Context: an optimization exercise on an open-source flow, tuned for small area, a short achievable clock period and few clock cycles. The choices shown serve that exercise and are no tape-out recipe.
Only simulation tests tie the RTL to the original design; equivalence was not proved.

v6:
## Bicubic
module Bicubic #(parameter fraction_bits = 15)
(
input CLK,
input RST,
input enable,
input [7:0] input_data,
output logic [13:0] iaddr,
output logic ird,
output logic we,
output logic [13:0] waddr,
output logic [7:0] output_data,
input [6:0] V0,
input [6:0] H0,
input [4:0] SW,
input [4:0] SH,
input [5:0] TW,
input [5:0] TH,
output logic DONE
);
export LEC_CHECK = 0
export CAP_MARGIN = 20
export CORE_MARGIN = 2
export CORE_UTILIZATION = 40
export CTS_CLUSTER_DIAMETER = 80
export CTS_CLUSTER_SIZE = 30
export SLEW_MARGIN = 20
export SYNTH_HIERARCHICAL = 1
export SYNTH_MINIMUM_KEEP_SIZE = 0
create_clock -name core_clock -period 55.0 [get_ports {CLK}]
standard.sh (not shown) runs the stock make flow with config.mk's settings and CLKGATE_MAP_FILE= SYNTH_SCRIPT=/design/flow/synth_recipe.tcl, a recipe that flattens the netlist after the stock synthesis.
==> flow/flow/run.sh <==
#!/bin/bash
# The standard layout (standard.sh), except that the ports are buffered with a
# plain buffer cell instead of the default delay cell.  The make output goes
# to standard.log; each ORFS step also keeps its own log under orfs/logs/.
set -euo pipefail
export BUFFER_PORTS_ARGS="-buffer_cell sky130_fd_sc_hd__buf_2"
bash standard.sh > standard.log 2>&1
Testbench counts of v6, summed over its fixed seeds: cycles 85,609.
Input-level comparison between v7 and v6:
--- a/flow/design.v
+++ b/flow/design.v
@@ -294,21 +294,22 @@
 wire all_end = grp_end && (({1'b0, oi0} + 7'd2) >= {1'b0, rTW});
 wire head_v = nvalid[rptr];
 wire step_now = last_issue && rstep;
 wire pop_step = head_v && (need_pop || step_now);
 wire pop_init = oe_on && head_v && (initcnt != 0) && !rv;
 assign oe_pop = pop_step || pop_init;
 wire need_pop_after = (need_pop || step_now) && !pop_step;
 wire [2:0] initcnt_after = grp_end ? (all_end ? 3'd0 : 3'd4) : (initcnt - pop_init);
 wire oe_load = oe_on && pvalid && (!rv || last_issue) && !need_pop_after &&
                (initcnt_after == 0) && !grp_end;
-assign tu_rel = oe_load || cs_req;
+wire fe_near = (fe_st == FE_ROW) && ((slot == 3'd2) || (slot == 3'd3) || (slot == 3'd4));
+assign tu_rel = oe_load || (cs_req && fe_near);
 always @(posedge CLK or posedge RST) begin
     if (RST) begin
         oe_on <= 0; pr_on <= 0; rv <= 0; need_pop <= 0; initcnt <= 0;
         nvalid <= 0; wptr <= 0; rptr <= 0;
         d1 <= 0; d2 <= 0; DONE <= 0;
     end else begin
         if (start_run) begin
             oe_on <= 1; pr_on <= 1; rv <= 0; need_pop <= 0; initcnt <= 3'd4;
             nvalid <= 0; wptr <= 0; rptr <= 0;
         end else begin
@@ -392,22 +393,22 @@
         k_iss <= issue;
         k_fire <= fire;
         we <= k_iss;
     end
 end
 always @(posedge CLK) begin
     kha_r <= kha; khb_r <= khb; kc17_r <= kc17;
     k_c <= fcol; k_last <= flast;
     k_kf <= fxf; k_ik <= ryf; k_bv <= W[oc][1]; k_fv <= fp1;
     k_oc <= oc; k_gf <= gfirst; k_olc <= olastc;
+    output_data <= k_ik ? kres : k_bv;       
     if (k_iss) begin
-        output_data <= k_ik ? kres : k_bv;
         waddr <= k_gf ? {8'b0, oi0} :
                  waddr + (k_oc ? 14'd1 : {8'b0, rTW} - {13'b0, k_olc});
     end
     if (fire) begin
         nA[wptr][fcol] <= falt ? fp2 : fp0;
         nX[wptr][fcol] <= fxf;
     end
     if (k_fire) nH[wptr][k_c] <= k_kf ? kres : k_fv;
 end
 endmodule
Results
Worst hold slack delta (v6 -> v7): insignificant. Compared with v6, in v7 share of the core filled with cells in the final layout flat, fraction of area in multi-input gates up 0.25 points, worst setup slack down 0.015 ns, first-iteration DRC count down 96. v7: full flow OK, the timing, design-rule and antenna checks passed. Taking v6 as the reference, in v7 slew at the pin closest to its max-slew limit lost 0.088 ns; via count saw little to no change; wire length shows an increase of 2.1%.
Testbench counts of v7, summed over its fixed seeds: cycles 85,340.

the previous run:
Another version of the RTL of Bicubic (not shown whole).
Size in the first run: about 4,900 cells after synthesis, ~57,000 um2 of cells after synthesis.
Settings: LEC_CHECK=0, CAP_MARGIN=20, CORE_MARGIN=2, CORE_UTILIZATION=40, CTS_CLUSTER_DIAMETER=80, CTS_CLUSTER_SIZE=30, SLEW_MARGIN=20, SYNTH_HIERARCHICAL=1, SYNTH_MINIMUM_KEEP_SIZE=0; clock period 55.0 ns.
Scripts as last shown in full above: flow/flow/run.sh
Testbench counts of the previous run, summed over its fixed seeds: cycles 90,277.
Input changes introduced in the current run (baseline for comparison: the previous run):
diff --git a/flow/design.v b/flow/design.v
--- a/flow/design.v
+++ b/flow/design.v
@@ -263,19 +263,21 @@
 reg k_iss, k_fire;                   
 wire g_yf = |QY[14:10];
 wire g_last = (jp == rTH1);
 wire g_step = !g_last && (QYn[19:15] != QY[19:15]);
 wire g_tready = tu_busy && !tu_own;
 assign pr_req = pr_on && g_yf && !tu_busy;
 wire pvalid = pr_on && (!g_yf || g_tready);
 wire olastc = ({1'b0, oi0} + 7'd1) < {1'b0, rTW};
 reg ryf;                             
-wire issue = oe_on && rv && !fire;
+wire fxf = tg3_xf;
+wire fire_k = fire && fxf;           
+wire issue = oe_on && rv && !(fire_k && ryf);
 wire last_issue = issue && (oc == olastc);
 wire grp_end = last_issue && rlast;
 wire all_end = grp_end && (({1'b0, oi0} + 7'd2) >= {1'b0, rTW});
 wire head_v = nvalid[rptr];
 wire step_now = last_issue && rstep;
 wire pop_step = head_v && (need_pop || step_now);
 wire pop_init = oe_on && head_v && (initcnt != 0) && !rv;
 assign oe_pop = pop_step || pop_init;
 wire need_pop_after = (need_pop || step_now) && !pop_step;
@@ -343,57 +345,59 @@
             if (pop_init)
                 W[c][3] <= nH[rptr][c];
             else if (nX[rptr][c])
                 W[c][3] <= ryf ? nH[rptr][c] : nA[rptr][c];
             else
                 W[c][3] <= rj0 ? W[c][3] : nH[rptr][c];
         end
     end
 end
-wire [7:0] kp0 = fire ? sr[0] : W[oc][0];
-wire [7:0] kp1 = fire ? sr[1] : W[oc][1];
-wire [7:0] kp2 = fire ? sr[2] : W[oc][2];
-wire [7:0] kp3 = fire ? sr[3] : W[oc][3];
-wire [14:0] kf = fire ? bf[tg3_c] : rf;
-wire [15:0] kt2 = fire ? bt2[tg3_c] : rt2;
-wire [15:0] kt3 = fire ? bt3[tg3_c] : rt3;
+wire [7:0] kp0 = fire_k ? sr[0] : W[oc][0];
+wire [7:0] kp1 = fire_k ? sr[1] : W[oc][1];
+wire [7:0] kp2 = fire_k ? sr[2] : W[oc][2];
+wire [7:0] kp3 = fire_k ? sr[3] : W[oc][3];
+wire [14:0] kf = fire_k ? bf[tg3_c] : rf;
+wire [15:0] kt2 = fire_k ? bt2[tg3_c] : rt2;
+wire [15:0] kt3 = fire_k ? bt3[tg3_c] : rt3;
 wire [12:0] kha, khb;
 wire kc17;
 cubic_kernel u_kernel(.pm1(kp0), .p0(kp1), .p1(kp2), .p2(kp3), .f(kf), .t2(kt2), .t3(kt3),
                       .ha(kha), .hb(khb), .c17(kc17));
 reg [12:0] kha_r, khb_r;
 reg kc17_r;
-reg k_c, k_last, k_oc, k_gf, k_olc;
+reg k_c, k_last, k_oc, k_gf, k_olc, k_kf, k_ik;
+reg [7:0] k_bv, k_fv;
 wire [7:0] kres;
 kernel_round u_round(.ha(kha_r), .hb(khb_r), .c17(kc17_r), .q(kres));
 always @(posedge CLK or posedge RST) begin
     if (RST) begin
         k_iss <= 0; k_fire <= 0; we <= 0;
     end else begin
         k_iss <= issue;
         k_fire <= fire;
         we <= k_iss;
     end
 end
 always @(posedge CLK) begin
     kha_r <= kha; khb_r <= khb; kc17_r <= kc17;
     k_c <= tg3_c; k_last <= tg3_last;
+    k_kf <= fxf; k_ik <= ryf; k_bv <= W[oc][1]; k_fv <= sr[1];
     k_oc <= oc; k_gf <= gfirst; k_olc <= olastc;
     if (k_iss) begin
-        output_data <= kres;
+        output_data <= k_ik ? kres : k_bv;
         waddr <= k_gf ? {8'b0, oi0} :
                  waddr + (k_oc ? 14'd1 : {8'b0, rTW} - {13'b0, k_olc});
     end
     if (fire) begin
         nA[wptr][tg3_c] <= tg3_alt ? sr[2] : sr[0];
         nX[wptr][tg3_c] <= tg3_xf;
     end
-    if (k_fire) nH[wptr][k_c] <= kres;
+    if (k_fire) nH[wptr][k_c] <= k_kf ? kres : k_fv;
 end
 endmodule
 module cubic_kernel (
 input [7:0] pm1, p0, p1, p2,
 input [14:0] f,
 input [15:0] t2, t3,
 output [12:0] ha, hb,
 output c17
 );
==> results.txt <==
- The current run ends up with higher layout filler cell count than the previous run does.
- Aggregate global-route resource usage for the current run is higher than for the previous run.
- Looking only at via count, and setting everything else aside, the lower value of the current run and the previous run goes to the previous run.
- The utilization in the current run sits 0.27 points below the value recorded for the previous run.
- The current run vs the previous run: global-route wire length before repair up in the current run
- In the current run relative to the previous run, design area had gone up slightly.
Testbench counts of the current run, summed over its fixed seeds: cycles 87,983.

port drivers added, routing unchanged:
The flow's constraints put no driver on any port. The routed layouts listed below were extracted and timed again, unchanged, in two steps.
Step 1: set_driving_cell puts a clkbuf_16 on CLK and a buf_2 on each other input, an assumption about the parent block.
Step 2 times the ports against the registers' clock, not the clock port: input delays grow and output delays shrink by t, the midpoint of the rising clock arrivals with the driver on.
Slacks: no drivers / after step 1 / after step 2; pairs: no drivers / after step 1.
run | t (ns) | setup slack, ns | worst slew at a driven data input, ns
v6 | 0.713 | 42.683 / 42.614 / 42.977 | 0.04
v7 | 0.699 | 42.668 / 42.599 / 42.937 | 0.05
the previous run | 0.691 | 42.707 / 42.644 / 42.927 | 0.07
the current run | 0.720 | 42.688 / 42.612 / 42.929 | 0.06
After both steps setup and hold are still met in every run listed.
